From an optimization exercise on the open Yosys and OpenROAD flow, aimed at small area, a short achievable clock period and few clock cycles per item; shortcuts taken in it are not production practice.
RTL that was checked went through simulation tests only; none was proved equivalent to the original.

// IOTDF
module IOTDF (input clk, input rst, input in_en, input [7:0] iot_in, input [2:0] fn_sel,
              output busy, output valid, output [127:0] iot_out);
    function [3:0] s1;
        input [5:0] x;
        reg [63:0] t0, t1, t2, t3;
        begin
            t0 = 64'h917be9066f81b478;
            t1 = 64'h27e9d492609f1f29;
            t2 = 64'hb0c7871b497826bd;
            t3 = 64'h869d497a86e67619;
            s1 = {t3[x], t2[x], t1[x], t0[x]};
        end
    endfunction
    function [3:0] s2;
        input [5:0] x;
        reg [63:0] t0, t1, t2, t3;
        begin
            t0 = 64'hcd235ad2b865168f;
            t1 = 64'h746a8b7462949fc3;
            t2 = 64'h68f93c169346c3e9;
            t3 = 64'he196196e69c3a659;
            s2 = {t3[x], t2[x], t1[x], t0[x]};
        end
    endfunction
    function [3:0] s3;
        input [5:0] x;
        reg [63:0] t0, t1, t2, t3;
        begin
            t0 = 64'h4b8d9c63a965569a;
            t1 = 64'h76b9960c39c2b749;
            t2 = 64'hd96a863526f4794a;
            t3 = 64'h96692d696b9c90d3;
            s3 = {t3[x], t2[x], t1[x], t0[x]};
        end
    endfunction
    function [3:0] s4;
        input [5:0] x;
        reg [63:0] t0, t1, t2, t3;
        begin
            t0 = 64'h09b77c1ac34998e7;
            t1 = 64'hacd1168f692cce71;
            t2 = 64'hcb69718c74ca0e97;
            t3 = 64'h92c3e719ed90583e;
            s4 = {t3[x], t2[x], t1[x], t0[x]};
        end
    endfunction
    function [3:0] s5;
        input [5:0] x;
        reg [63:0] t0, t1, t2, t3;
        begin
            t0 = 64'ha4cd96d24b76b948;
            t1 = 64'hc70b39c692f05d2b;
            t2 = 64'h695b9ca191666b96;
            t3 = 64'h429dcd6a79e1348e;
            s5 = {t3[x], t2[x], t1[x], t0[x]};
        end
    endfunction
    function [3:0] s6;
        input [5:0] x;
        reg [63:0] t0, t1, t2, t3;
        begin
            t0 = 64'h95a36a597c3ca34c;
            t1 = 64'h52cbe13c6d9216da;
  ...
==> flow/config.mk <==
export PLATFORM = sky130hd
export DESIGN_NAME = IOTDF
export DESIGN_NICKNAME = IOTDF
export VERILOG_FILES = /design/flow/design.v
export SDC_FILE = /design/flow/constraint.sdc
export NUM_CORES = 4
export LEC_CHECK = 0
export ABC_CLOCK_PERIOD_IN_PS = 2450
export CAP_MARGIN = 20
export CORE_MARGIN = 2
export CORE_UTILIZATION = 40
export CTS_BUF_LIST = sky130_fd_sc_hd__clkbuf_8
export CTS_CLUSTER_DIAMETER = 60
export CTS_CLUSTER_SIZE = 14
export SETUP_SLACK_MARGIN = 2.05
export SLEW_MARGIN = 20
==> flow/constraint.sdc <==
create_clock -name core_clock -period 4.5 [get_ports {clk}]
set_input_delay 0.9000 -clock core_clock [delete_from_list [all_inputs] [get_ports {clk}]]
set_output_delay 0.9000 -clock core_clock [all_outputs]
set_load 0.01 [all_outputs]
standard.sh (not shown) runs the stock make flow with config.mk's settings and CLKGATE_MAP_FILE= SYNTH_SCRIPT=/design/flow/synth_recipe.tcl, a recipe that flattens the netlist after the stock synthesis.
==> flow/flow/run.sh <==
#!/bin/bash
# Standard ORFS layout (the standard.sh, standard synthesis), with the
# port buffers made of sky130_fd_sc_hd__buf_1 instead of the resizer's default pick.
set -uo pipefail
export BUFFER_PORTS_ARGS="-buffer_cell sky130_fd_sc_hd__buf_1"
export RECOVER_POWER=100
bash standard.sh > standard_flow.log 2>&1
Rerun with:
--- a/flow/flow/run.sh
+++ b/flow/flow/run.sh
@@ -6 +5,0 @@
-export RECOVER_POWER=100
--- a/flow/config.mk
+++ b/flow/config.mk
@@ -8 +8,2 @@
-export ABC_CLOCK_PERIOD_IN_PS = 2450
+export ABC_AREA = 1
+export ABC_CLOCK_PERIOD_IN_PS = 2300
@@ -15 +16 @@
-export SETUP_SLACK_MARGIN = 2.05
+export SETUP_SLACK_MARGIN = 2.2
Outcome: The new run ran to the end with no violations. Synthesized cell count climbs by 29%. Die area drops by 2.2%. Setup slack improved by 1.2 ns. Design area drops by 1.3%. Flip-flop and latch count is unchanged. Core utilization climbs by 0.53 points. Critical path depth climbs by 3. Wire length climbs by 11%.
Rerun with:
--- a/flow/config.mk
+++ b/flow/config.mk
@@ -8,2 +8 @@
-export ABC_AREA = 1
-export ABC_CLOCK_PERIOD_IN_PS = 2300
+export ABC_CLOCK_PERIOD_IN_PS = 2450
@@ -16 +15 @@
-export SETUP_SLACK_MARGIN = 2.2
+export SETUP_SLACK_MARGIN = 2.05
Maximum frequency drops by a few percent.
Routed wire length went down by roughly a tenth.
Worst setup slack degrades by 0.17 ns.
Final area rose by a few percent.
Via count fell by about a fifth.
Critical path depth is lower by 4.
Synthesized area rises by a few percent.
Non-clock buffer count goes up by 17.
Global-route usage shrinks by 3.0 points.
Rerun with:
--- a/flow/config.mk
+++ b/flow/config.mk
@@ -8 +8 @@
-export ABC_CLOCK_PERIOD_IN_PS = 2450
+export ABC_CLOCK_PERIOD_IN_PS = 2300
@@ -15 +15 @@
-export SETUP_SLACK_MARGIN = 2.05
+export SETUP_SLACK_MARGIN = 2.2
=> The new run finished clean; die area does not change; setup slack loses 0.0070 ns; sequential share of layout area decreases by 0.87 points; count of clock-buffer cells in the layout increases by 2.
Function was not checked in any run of this note: the RTL went through the layout flow alone.

---

Setup of main:
Another version of the RTL of IOTDF (not shown whole).
Size: roughly 2,500 cells after synthesis, ~140 I/O pins, roughly 0.017 mm^2 of cells after synthesis.
clock: 4.5 ns
lec_check: 0
abc_area: 1
abc_clock_period_in_ps: 2000
cap_margin: 20
core_margin: 2
core_utilization: 30
cts_buf_list: sky130_fd_sc_hd__clkbuf_8
cts_cluster_diameter: 60
cts_cluster_size: 14
setup_slack_margin: 2.2
slew_margin: 20
==> flow/flow/run.sh <==
#!/bin/bash
# Standard ORFS layout (the standard.sh, standard synthesis), with the
# port buffers made of sky130_fd_sc_hd__buf_1 instead of the resizer's default pick.
set -uo pipefail
export BUFFER_PORTS_ARGS="-buffer_cell sky130_fd_sc_hd__buf_1"
bash standard.sh > standard_flow.log 2>&1
Testbench counts of main, summed over its fixed seeds: cycles 8,100, items 480.
Setup changes, main to the feature branch
Settings: swapping 30 for 22 in CORE_UTILIZATION; swapping 2000 for 2300 in ABC_CLOCK_PERIOD_IN_PS.
- Number of detailed-route iterations in the first pass: the feature branch vs main down 1
- The run showing the smaller worst hold slack is the feature branch.
- When the feature branch is measured against main, its critical path depth turns out 2 higher.
- The floorplan die area in the feature branch was higher than what main gave.
- When the feature branch is set beside main, its worst setup slack after layout turns out to be 18 ps smaller.
- Die extent in x in the feature branch is about 16% higher than in main
- | total area of multi-input combinational cells | main vs the feature branch | ≈ equal |
- The higher register-to-register slack of main and the feature branch is in main.
- The higher sequential share of layout area came out of main.
- Re required arrival time at the worst endpoint: the feature branch is 30 ps down on main.

---

Starting RTL as in the previous note.
==> flow/config.mk <==
export PLATFORM = sky130hd
export DESIGN_NAME = IOTDF
export DESIGN_NICKNAME = IOTDF
export VERILOG_FILES = /design/flow/design.v
export SDC_FILE = /design/flow/constraint.sdc
export NUM_CORES = 4
export LEC_CHECK = 0
export ABC_AREA = 1
export ABC_CLOCK_PERIOD_IN_PS = 2300
export CAP_MARGIN = 20
export CORE_MARGIN = 2
export CORE_UTILIZATION = 30
export CTS_BUF_LIST = sky130_fd_sc_hd__clkbuf_8
export CTS_CLUSTER_DIAMETER = 60
export CTS_CLUSTER_SIZE = 14
export SETUP_SLACK_MARGIN = 2.2
export SLEW_MARGIN = 20
==> flow/constraint.sdc <==
create_clock -name core_clock -period 4.5 [get_ports {clk}]
set_input_delay 0.9000 -clock core_clock [delete_from_list [all_inputs] [get_ports {clk}]]
set_output_delay 0.9000 -clock core_clock [all_outputs]
set_load 0.01 [all_outputs]
Scripts as last shown in full above: flow/flow/run.sh
Testbench counts at the start, summed over its fixed seeds: cycles 8,100, items 480.
Next try:
Settings changed: TNS_END_PERCENT set to 0.
What happened: Hold slack barely changes. Synthesized cell count stays the same. Routed wire length is lower by 2.2%. Global-route usage falls by 0.21 points. Flip-flop and latch count stays the same. Die area does not change. Clock-buffer cell count stays the same. Worst setup slack loses 0.18 ns. Cell count falls by about 1.2%.
Next try:
==> flow/run.sh (new file) <==
#!/bin/bash
# synth_recipe.tcl (not shown) runs the flow's synth.tcl, then flattens the netlist and writes it again
# the make line also repeats each setting of config.mk as NAME=value (left out here)
make -C /OpenROAD-flow-scripts/flow DESIGN_CONFIG=/design/flow/config.mk WORK_HOME=/design/flow/orfs CLKGATE_MAP_FILE= SYNTH_SCRIPT=/design/flow/synth_recipe.tcl finish
Settings changed: ABC_AREA 1 to unset, ABC_CLOCK_PERIOD_IN_PS 2300 to 2600, CORE_UTILIZATION 30 to 40, CTS_BUF_LIST sky130_fd_sc_hd__clkbuf_8 to unset, CTS_CLUSTER_DIAMETER 60 to unset, CTS_CLUSTER_SIZE 14 to unset, SETUP_SLACK_MARGIN 2.2 to 1.9, TNS_END_PERCENT 0 to unset.
removed: flow/flow/run.sh
removed: flow/standard.sh
=> Utilization rose by 16 points. Setup slack got worse by 0.13 ns. Cell count fell by 20%. Register-to-register slack got worse by 0.13 ns.

---

IOTDF again, from the RTL that the note above started with.
make LEC_CHECK=0 ABC_CLOCK_PERIOD_IN_PS=1900 CAP_MARGIN=20 CORE_MARGIN=2 CORE_UTILIZATION=40 SETUP_SLACK_MARGIN=2.6 SLEW_MARGIN=20 finish   # period 4.5 ns
run.sh (not shown) runs the stock make flow with config.mk's settings and CLKGATE_MAP_FILE= SYNTH_SCRIPT=/design/flow/synth_recipe.tcl, a recipe that flattens the netlist after the stock synthesis.
Stock flow here: none of the scripts above is used.
Testbench counts at the start, summed over its fixed seeds: cycles 8,100, items 480.
Change:
==> flow/flow/run.sh (new file) <==
#!/bin/bash
# Standard ORFS layout (the standard.sh, standard synthesis), with the
# port buffers made of sky130_fd_sc_hd__buf_1 instead of the resizer's default pick.
set -uo pipefail
export BUFFER_PORTS_ARGS="-buffer_cell sky130_fd_sc_hd__buf_1"
bash standard.sh > standard_flow.log 2>&1
==> flow/standard.sh (new file) <==
#!/bin/bash
# synth_recipe.tcl (not shown) runs the flow's synth.tcl, then flattens the netlist and writes it again
# the make line also repeats each setting of config.mk as NAME=value (left out here)
make -C /OpenROAD-flow-scripts/flow DESIGN_CONFIG=/design/flow/config.mk WORK_HOME=/design/flow/orfs CLKGATE_MAP_FILE= SYNTH_SCRIPT=/design/flow/synth_recipe.tcl "${@:-finish}"
--- a/flow/config.mk
+++ b/flow/config.mk
@@ -7,3 +7,4 @@
 export LEC_CHECK = 0
-export ABC_CLOCK_PERIOD_IN_PS = 1900
+export ABC_AREA = 1
+export ABC_CLOCK_PERIOD_IN_PS = 2150
 export CAP_MARGIN = 20
@@ -11,3 +12,6 @@
 export CORE_UTILIZATION = 40
-export SETUP_SLACK_MARGIN = 2.6
+export CTS_BUF_LIST = sky130_fd_sc_hd__clkbuf_8
+export CTS_CLUSTER_DIAMETER = 60
+export CTS_CLUSTER_SIZE = 14
+export SETUP_SLACK_MARGIN = 2.35
 export SLEW_MARGIN = 20
removed: flow/run.sh
The changed run went through all stages and came out clean.
Fmax is higher by 11%.
Count of clock-buffer cells in the layout came out lower by 5.
Wire length stays flat.
Global-route usage rises by 0.13 points.

-- static timing again, ports no longer ideal --
In the flow no input, the clock included, has a driving cell. The finished layouts below were timed again as built, in two steps.
Step 1 sets driving cells, clkbuf_16 on the clock port and buf_2 on the other inputs (assumed; they add their load-dependent delay and slew).
Step 2 adds t to the input delays and takes it off the output delays; t is the mean of the earliest and latest rising clock arrival at the registers after step 1. Input paths then give back, and output paths get back, about the clock's delay inside the block.
a / b / c = ideal / step 1 / step 2; a / b = the first two.
| run | t (ns) | setup slack, ns | worst hold slack (ns) | pins driven straight from the clock port |
|---|---|---|---|---|
| the first run of note 1 | 0.672 | 1.065 / 1.065 / 1.065 | 0.175 / 0.147 / 0.430 | 1 |
| the second run of note 1 | 0.650 | 2.217 / 2.215 / 1.731 | 0.179 / 0.150 / 0.433 | 1 |
| the third run of note 1 | 0.671 | 2.051 / 2.051 / 1.543 | 0.177 / 0.149 / 0.431 | 1 |
| the fourth run of note 1 | 0.669 | 2.044 / 2.044 / 1.516 | 0.158 / 0.128 / 0.435 | 1 |
| main | 0.659 | 2.250 / 2.200 / 1.750 | 0.194 / 0.160 / 0.450 | 1 |
| the feature branch | 0.668 | 2.232 / 2.193 / 1.788 | 0.176 / 0.149 / 0.451 | 1 |
| the first run of note 3 | 0.659 | 2.250 / 2.200 / 1.750 | 0.194 / 0.160 / 0.450 | 1 |
| the second run of note 3 | 0.661 | 2.068 / 2.068 / 1.838 | 0.194 / 0.159 / 0.451 | 1 |
| the third run of note 3 | 0.594 | 1.936 / 1.929 / 1.420 | 0.429 / 0.429 / 0.429 | 1 |
| the first run of note 4 | 0.631 | 2.030 / 2.030 / 1.443 | 0.426 / 0.426 / 0.426 | 1 |
| the second run of note 4 | 0.666 | 2.281 / 2.281 / 1.907 | 0.151 / 0.118 / 0.432 | 1 |
After both steps every run listed still meets setup and hold. For the first run of note 4, which loses most, drivers alone change the setup slack by 0.000 ns; drivers and shift together by -0.587 ns.
